From an optimization exercise on the open Yosys and OpenROAD flow, aimed at small area and a short achievable clock period; shortcuts taken in it are not production practice.
The RTL was checked by simulation tests, not by an equivalence proof against the original design.
Power figures rest on the tool's default switching activity, not on a simulated workload.

==> exp/raven <==
// alu_top
module alu_top(
    input             clk,
    input      [31:0] a,
    input      [31:0] b,
    input      [3:0]  opcode,
    input             cin,
    input             bin,
    input             en,
    output reg [31:0] sum,
    output reg [31:0] diff,
    output reg [31:0] result,
    output reg        cout,
    output reg        bout,
    output            zero,
    output            sign,
    output reg        carry,
    output reg        overflow,
    output            parity
);
clock: 125.0 ns
lec_check: 0
abc_area: 1
cap_margin: 20
core_margin: 2
core_utilization: 65
place_density: 0.8
slew_margin: 20
standard.sh (not shown) runs the stock make flow with config.mk's settings and CLKGATE_MAP_FILE= SYNTH_SCRIPT=/design/flow/synth_recipe.tcl, a recipe that flattens the netlist after the stock synthesis.
==> flow/flow/run.sh <==
#!/bin/bash
# The standard layout (the standard.sh), except that up to clock-tree synthesis
# repair_timing aims for SETUP_SLACK_MARGIN ns of setup slack instead of 0, so it sizes the
# long divider paths even though they meet the 125 ns clock. Routing and the rest run as in
# the standard flow.
set -euo pipefail
bash standard.sh SETUP_SLACK_MARGIN=78 cts > orfs_make_cts.log 2>&1
bash standard.sh finish > orfs_make_finish.log 2>&1
==> inputs of exp/quartz, as changes to exp/raven <==
==> flow/flow/run.sh (replaced) <==
#!/bin/bash
# The standard layout (the standard.sh), except that repair_timing aims for extra setup
# slack (SETUP_SLACK_MARGIN ns instead of 0): 80 ns up to clock-tree synthesis and 72 ns after
# global routing, so it sizes the long divider paths even though they meet the 125 ns clock.
set -euo pipefail
bash standard.sh SETUP_SLACK_MARGIN=80 cts > orfs_make_cts.log 2>&1
bash standard.sh SETUP_SLACK_MARGIN=72 grt > orfs_make_grt.log 2>&1
bash standard.sh finish > orfs_make_finish.log 2>&1
Settings changed: CORE_UTILIZATION 65 to 55, PLACE_DENSITY 0.8 to 0.7.
==> inputs of exp/juniper, as changes to exp/raven <==
==> flow/run.sh (new file) <==
#!/bin/bash
# synth_recipe.tcl (not shown) runs the flow's synth.tcl, then flattens the netlist and writes it again
# the make line also repeats each setting of config.mk as NAME=value (left out here)
make -C /OpenROAD-flow-scripts/flow DESIGN_CONFIG=/design/flow/config.mk WORK_HOME=/design/flow/orfs CLKGATE_MAP_FILE= SYNTH_SCRIPT=/design/flow/synth_recipe.tcl finish
Settings changed: CORE_UTILIZATION 65 to 30, PLACE_DENSITY 0.8 to default.
removed: flow/flow/run.sh
removed: flow/standard.sh
==> impl_metrics.tcl <==
set metrics [dict create \
    hold_ws_ns 0.5086 \
    grt_util_met2 0.7122 \
    p_int_mw 0.2890 \
    post-route-min-period_ns 48.42 \
    period_share 0.3873 \
    hp-start "en_q" \
    outcome "timing/DRC/antenna clean" \
    num-multi-input-gates 4747 \
    p_switching_mw 0.3545 \
    critPathCapture "overflow" \
    slew_headroom 0.1722 \
    rows 90 \
    clkTransAtPathRegs_ns 0.09 \
    cp.buffers_inverters 28 \
]
Source of the figures above: exp/raven

==> impl_metrics.tcl <==
set metrics [dict create \
    slew_headroom 0.2732 \
    num-multi-input-gates 4754 \
    hold_ws_ns 0.6002 \
    clkTransAtPathRegs_ns 0.09 \
    critPathCapture "overflow" \
    hp-start "qk_q[1]" \
    grt_util_met2 0.6578 \
    syn_nets 6775 \
    post-route-min-period_ns 46.27 \
    clkCellAreaFrac 0.01339 \
    outcome "timing/DRC/antenna clean" \
]
Source of the figures above: exp/quartz

==> impl_metrics.tcl <==
set metrics [dict create \
    post-route-min-period_ns 60.88 \
    cp.buffers_inverters 28 \
    grt_util_met2 0.3865 \
    clkTransAtPathRegs_ns 0.08 \
    period_share 0.4871 \
    critPathCapture "result[23]" \
    num-multi-input-gates 4743 \
    outcome "timing/DRC/antenna clean" \
    rows 132 \
    p_int_mw 0.2848 \
    hp-start "qk_q[1]" \
]
Source of the figures above: exp/juniper



==> inputs of run a <==
Starting RTL as in the previous note.
Design alu_top, start of the top module:
module alu_top(
    input             clk,
    input      [31:0] a,
    input      [31:0] b,
    input      [3:0]  opcode,
    input             cin,
    input             bin,
    input             en,
    output reg [31:0] sum,
    output reg [31:0] diff,
    output reg [31:0] result,
    output reg        cout,
    output reg        bout,
    output            zero,
    output            sign,
    output reg        carry,
    output reg        overflow,
    output            parity
);
clock: 125.0 ns
lec_check: 0
abc_area: 1
cap_margin: 20
core_margin: 2
core_utilization: 55
place_density: 0.7
slew_margin: 20
==> flow/flow/run.sh <==
#!/bin/bash
# The standard layout (the standard.sh), except that up to clock-tree synthesis
# repair_timing aims for SETUP_SLACK_MARGIN ns of setup slack instead of 0, so it sizes the
# long divider paths even though they meet the 125 ns clock. Routing and the rest run as in
# the standard flow.
set -euo pipefail
bash standard.sh SETUP_SLACK_MARGIN=86 cts > orfs_make_cts.log 2>&1
bash standard.sh finish > orfs_make_finish.log 2>&1
==> run b: changes against run a <==
--- a/flow/flow/run.sh
+++ b/flow/flow/run.sh
@@ -4,5 +4,5 @@
 # long divider paths even though they meet the 125 ns clock. Routing and the rest run as in
 # the standard flow.
 set -euo pipefail
-bash standard.sh SETUP_SLACK_MARGIN=86 cts > orfs_make_cts.log 2>&1
+bash standard.sh SETUP_SLACK_MARGIN=78 cts > orfs_make_cts.log 2>&1
 bash standard.sh finish > orfs_make_finish.log 2>&1
==> run c: changes against run a <==
==> flow/run.sh (new file) <==
#!/bin/bash
# synth_recipe.tcl (not shown) runs the flow's synth.tcl, then flattens the netlist and writes it again
# the make line also repeats each setting of config.mk as NAME=value (left out here)
make -C /OpenROAD-flow-scripts/flow DESIGN_CONFIG=/design/flow/config.mk WORK_HOME=/design/flow/orfs CLKGATE_MAP_FILE= SYNTH_SCRIPT=/design/flow/synth_recipe.tcl finish
removed: flow/flow/run.sh
removed: flow/standard.sh
==> run d: changes against run a <==
--- a/flow/flow/run.sh
+++ b/flow/flow/run.sh
@@ -4,5 +4,5 @@
 # long divider paths even though they meet the 125 ns clock. Routing and the rest run as in
 # the standard flow.
 set -euo pipefail
-bash standard.sh SETUP_SLACK_MARGIN=86 cts > orfs_make_cts.log 2>&1
+bash standard.sh SETUP_SLACK_MARGIN=81 cts > orfs_make_cts.log 2>&1
 bash standard.sh finish > orfs_make_finish.log 2>&1
==> qor summary <==
|  | run d | run c | run b | run a |
|---|---|---|---|---|
| Fin util | 65.93% | 60.12% | 61.74% | 71.62% |
| Layout overhead on the synthesized area | 18.15% | 7.731% | 10.64% | 28.35% |
| Critical-path maximum fanout | 7 | 72 | 45 | 11 |
| Slowest Stage Delay on Critical Path | 0.43 ns | 0.90 ns | 0.46 ns | 0.54 ns |
| Part of the total power dissipated in sequential elements | 11.1% | 12.1% | 11.9% | 9.6% |
| Flop2flop setup slack | 79.63 ns | 65.73 ns | 76.84 ns | 81.49 ns |
| Status | timing/DRC/antenna clean | timing/DRC/antenna clean | timing/DRC/antenna clean | timing/DRC/antenna clean |
| IR drop worst, VDD | 0.00001478 V | 0.00001389 V | 0.00001346 V | 0.00001516 V |
| Power Combinational | 0.557 mW | 0.493 mW | 0.508 mW | 0.665 mW |
| WP data arrival | 45.88 ns | 59.66 ns | 48.55 ns | 45.53 ns |
| Proportion of cell area occupied by registers | 8.426% | 9.241% | 8.998% | 7.771% |
| Worst Setup Start Kind | input port | flop | flop | input port |
| Global placer's final weighted congestion | 1.027 | 1.024 | 1.006 | 1.037 |
| Worst setup slack after layout | 79.47 ns | 65.73 ns | 76.84 ns | 79.84 ns |
| Routed wire length | 164200 microns | 152700 microns | 155300 microns | 173900 microns |
| Number of detailed-route iterations in the first pass | 7 | 8 | 8 | 10 |
| Final net count | 7060 | 6791 | 6859 | 7307 |

-- separate check: timing with driven ports --
Ports are ideal in the flow. The routed layouts listed here were re-timed in OpenROAD. Step 1, drivers: a clkbuf_16 drives clk and a buf_2 each remaining input, both assumed. Step 2 adds t to the input delays and takes it off the output delays; t is the mean of the earliest and latest rising clock arrival at the registers after step 1. Input paths then give back, and output paths get back, about the clock's delay inside the block. Slacks: ideal / step 1 / step 2; pairs: ideal / step 1.
| run | t, ns | setup slack, ns | worst slew at a driven data input, ns |
|---|---|---|---|
| exp/raven | 0.512 | 76.585 / 76.585 / 76.585 | 0.06 |
| exp/quartz | 0.518 | 78.730 / 78.730 / 78.701 | 0.05 |
| exp/juniper | 0.490 | 64.116 / 64.116 / 64.116 | 0.06 |
| run a | 0.514 | 79.835 / 79.846 / 79.332 | 0.05 |
| run b | 0.506 | 76.842 / 76.842 / 76.842 | 0.06 |
| run c | 0.503 | 65.731 / 65.731 / 65.731 | 0.08 |
| run d | 0.506 | 79.471 / 79.496 / 78.990 | 0.06 |
After both steps every run listed still meets setup and hold. The setup slack of run a, which loses most, moves by +0.011 ns with the drivers and by -0.503 ns with both steps.
